From an optimization exercise on the open Yosys and OpenROAD flow, aimed at a short achievable clock period and few clock cycles; shortcuts taken in it are not production practice.
The RTL was checked by simulation tests, not by an equivalence proof against the original design.
No activity file was given, so power comes from the tool's default toggle rates.

## middle
// rv32i_cpu_t
module rv32i_cpu_t(
    input wire clk,                    
    input wire reset,                  
    input wire hold,                   
    input wire [31:0] in_data,         
    output wire [3:0] out_write_mask,  
    output wire [31:0] out_mem_addr,   
    output wire [31:0] out_data        
    );
export LEC_CHECK = 0
export ABC_CLOCK_PERIOD_IN_PS = 4000
export CAP_MARGIN = 20
export CORE_MARGIN = 2
export CORE_UTILIZATION = 40
export SLEW_MARGIN = 20
create_clock -name core_clock -period 12.0 [get_ports {clk}]
run.sh (not shown) runs the stock make flow with config.mk's settings and CLKGATE_MAP_FILE= SYNTH_SCRIPT=/design/flow/synth_recipe.tcl, a recipe that flattens the netlist after the stock synthesis.
Having completed the whole flow, middle delivered a layout that passed the timing, DRC and antenna checks.
Testbench counts of middle, summed over its fixed seeds: cycles 255,909.
Here is what was changed in the inputs of south compared with middle.
==> flow/flow/run.sh (new file) <==
#!/bin/bash
set -euo pipefail
bash standard.sh SETUP_SLACK_MARGIN=8 finish > layout.log 2>&1
==> flow/standard.sh (new file) <==
#!/bin/bash
# synth_recipe.tcl (not shown) runs the flow's synth.tcl, then flattens the netlist and writes it again
# the make line also repeats each setting of config.mk as NAME=value (left out here)
make -C /OpenROAD-flow-scripts/flow DESIGN_CONFIG=/design/flow/config.mk WORK_HOME=/design/flow/orfs CLKGATE_MAP_FILE= SYNTH_SCRIPT=/design/flow/synth_recipe.tcl "${@:-finish}"
removed: flow/run.sh
Against middle, the final cell area of south is higher.
Per the comparison of south with middle, utilization of the core after routing climbed 1.5 points, area growth from synthesis to layout picked up an extra 3.8 points.
Higher maximum frequency from static timing analysis was reported by south, not middle.
Between south and middle, it is south whose average wire per cell in the routed design is higher, by 2.7%.
Register area of middle is on par with south.
Having completed the whole flow, south delivered a layout that passed the timing, DRC and antenna checks.
[south] final worst-path setup slack rose 1.52 ns relative to middle
Summary: setup clock skew after layout, south worse than middle

* * *

Setup of oak:
Another version of the RTL of rv32i_cpu_t (not shown whole).
Size: ~10,000 cells after synthesis, roughly 100 I/O pins, about 160,000 sq um of cells after synthesis.
Settings: LEC_CHECK=0, ABC_CLOCK_PERIOD_IN_PS=4000, CAP_MARGIN=20, CORE_MARGIN=2, CORE_UTILIZATION=40, CTS_CLUSTER_DIAMETER=60, CTS_CLUSTER_SIZE=30, SLEW_MARGIN=20; clock period 12.0 ns.
standard.sh (not shown) runs the stock make flow with config.mk's settings and CLKGATE_MAP_FILE= SYNTH_SCRIPT=/design/flow/synth_recipe.tcl, a recipe that flattens the netlist after the stock synthesis.
==> flow/flow/run.sh <==
#!/bin/bash
set -euo pipefail
bash standard.sh SETUP_SLACK_MARGIN=8.5 "BUFFER_PORTS_ARGS=-buffer_cell sky130_fd_sc_hd__buf_4" finish > layout.log 2>&1
Testbench counts of oak, summed over its fixed seeds: cycles 207,906.
#### Input delta (pine over oak)
Settings: a deleted CTS_CLUSTER_DIAMETER that had been 60; a change of CORE_UTILIZATION from 40 to 55; a deleted CTS_CLUSTER_SIZE that had been 30.
## What came out
- Sort pine and oak by setup slack asc -> top: pine
- [compare] base=oak new=pine: utilization after layout higher, number of nets in the final layout now larger.
- oak has lower reported clock group power than pine.
- [compare] base=oak new=pine: timing-limited maximum frequency -about 8%, floorplan die height -93 um, share of the clock period used by the worst path +2.8 points.
- oak ended up with flop to output pin as its category of the most critical setup path; pine ended up with flop to flop.
- pine finished end to end and its layout was clean on timing, DRC and antenna.
Inputs modified between pine and birch:
Settings: CORE_UTILIZATION changed from 55 to 40.
Sequential fraction of total cell area: pine vs birch — no meaningful difference
Actual transition at the worst max-transition pin (lower): birch
Delta(wire length, birch - pine) < 0
Maximum number of pins on one net before global-route repair: birch vs pine down 13
## Diff of input files: maple against birch
==> flow/flow/run.sh <==
#!/bin/bash
set -euo pipefail
bash standard.sh SETUP_SLACK_MARGIN=8.25 "BUFFER_PORTS_ARGS=-buffer_cell sky130_fd_sc_hd__buf_4" finish > layout.log 2>&1
Notes after the runs:
- | quantity of gates resized following cts | lower: maple |
- | net switching power | maple vs birch | 190 uW lower |
- In the flow results for maple and birch, the wire length on met1 is smaller on maple.
- Taking birch as the reference, in maple final routed DRC violation total saw little to no change; via count saw a decrease; detailed-route wire length saw a decrease.
For cedar, these inputs were changed with respect to maple:
==> flow/flow/run.sh <==
#!/bin/bash
set -euo pipefail
bash standard.sh SETUP_SLACK_MARGIN=9 "BUFFER_PORTS_ARGS=-buffer_cell sky130_fd_sc_hd__buf_4" finish > layout.log 2>&1
==> results.txt <==
No run among maple and cedar stopped early or left any final violation; all are clean. Summary of cedar over maple: final cell count now larger, power now larger, layout-stage area growth over the synthesis result +13 points, clock group share of total power fell 1.3 points. Comparing cedar against maple, there is no change at all in residual antenna-violating net count after detailed routing. maple → cedar: final design area excluding fillers has increased; clock-buffer cell count level; hold slack went down by 0.0039 ns. Of maple and cedar, the higher register-to-register slack belongs to maple. In the metrics for maple and cedar, the one carrying the lower sequential group share of total power is cedar.

==> re-timing with driven ports <==
How much do the figures lean on ideal ports? The routed layouts below were timed once more, with nothing changed but the port constraints.
Step 1 (the two cells are an assumption about what drives the block):
set clk [get_ports {clk}]
set_driving_cell -lib_cell sky130_fd_sc_hd__clkbuf_16 $clk
set_driving_cell -lib_cell sky130_fd_sc_hd__buf_2 [delete_from_list [all_inputs] $clk]
Step 2 also shifts input and output timing later by t, the mid clock arrival at the registers, as if the neighbouring blocks saw the same clock.
Slacks: ideal ports / drivers / drivers and shift; pairs: ideal ports / drivers.
| run | t (ns) | setup WS [ns] | hold slack, ns | latest minus earliest clock arrival (ns) | cell pins on the clock port's net |
|---|---|---|---|---|---|
| middle | 0.905 | 6.394 / 6.394 / 6.332 | 0.445 / 0.445 / 0.445 | 0.038 / 0.037 | 1 |
| south | 0.915 | 7.912 / 7.912 / 7.106 | 0.422 / 0.422 / 0.422 | 0.054 / 0.053 | 1 |
| oak | 1.039 | 8.055 / 7.948 / 7.331 | 0.415 / 0.415 / 0.415 | 0.083 / 0.083 | 1 |
| pine | 1.036 | 7.722 / 7.722 / 6.964 | 0.382 / 0.382 / 0.382 | 0.085 / 0.085 | 1 |
| birch | 1.069 | 8.006 / 7.887 / 7.317 | 0.405 / 0.405 / 0.405 | 0.096 / 0.095 | 1 |
| maple | 1.059 | 8.009 / 7.899 / 7.258 | 0.410 / 0.410 / 0.410 | 0.098 / 0.099 | 1 |
| cedar | 1.059 | 7.954 / 7.899 / 7.330 | 0.406 / 0.406 / 0.406 | 0.093 / 0.094 | 1 |
After both steps every run listed still meets setup and hold. For south, which loses most, drivers alone change the setup slack by 0.000 ns; drivers and shift together by -0.806 ns.
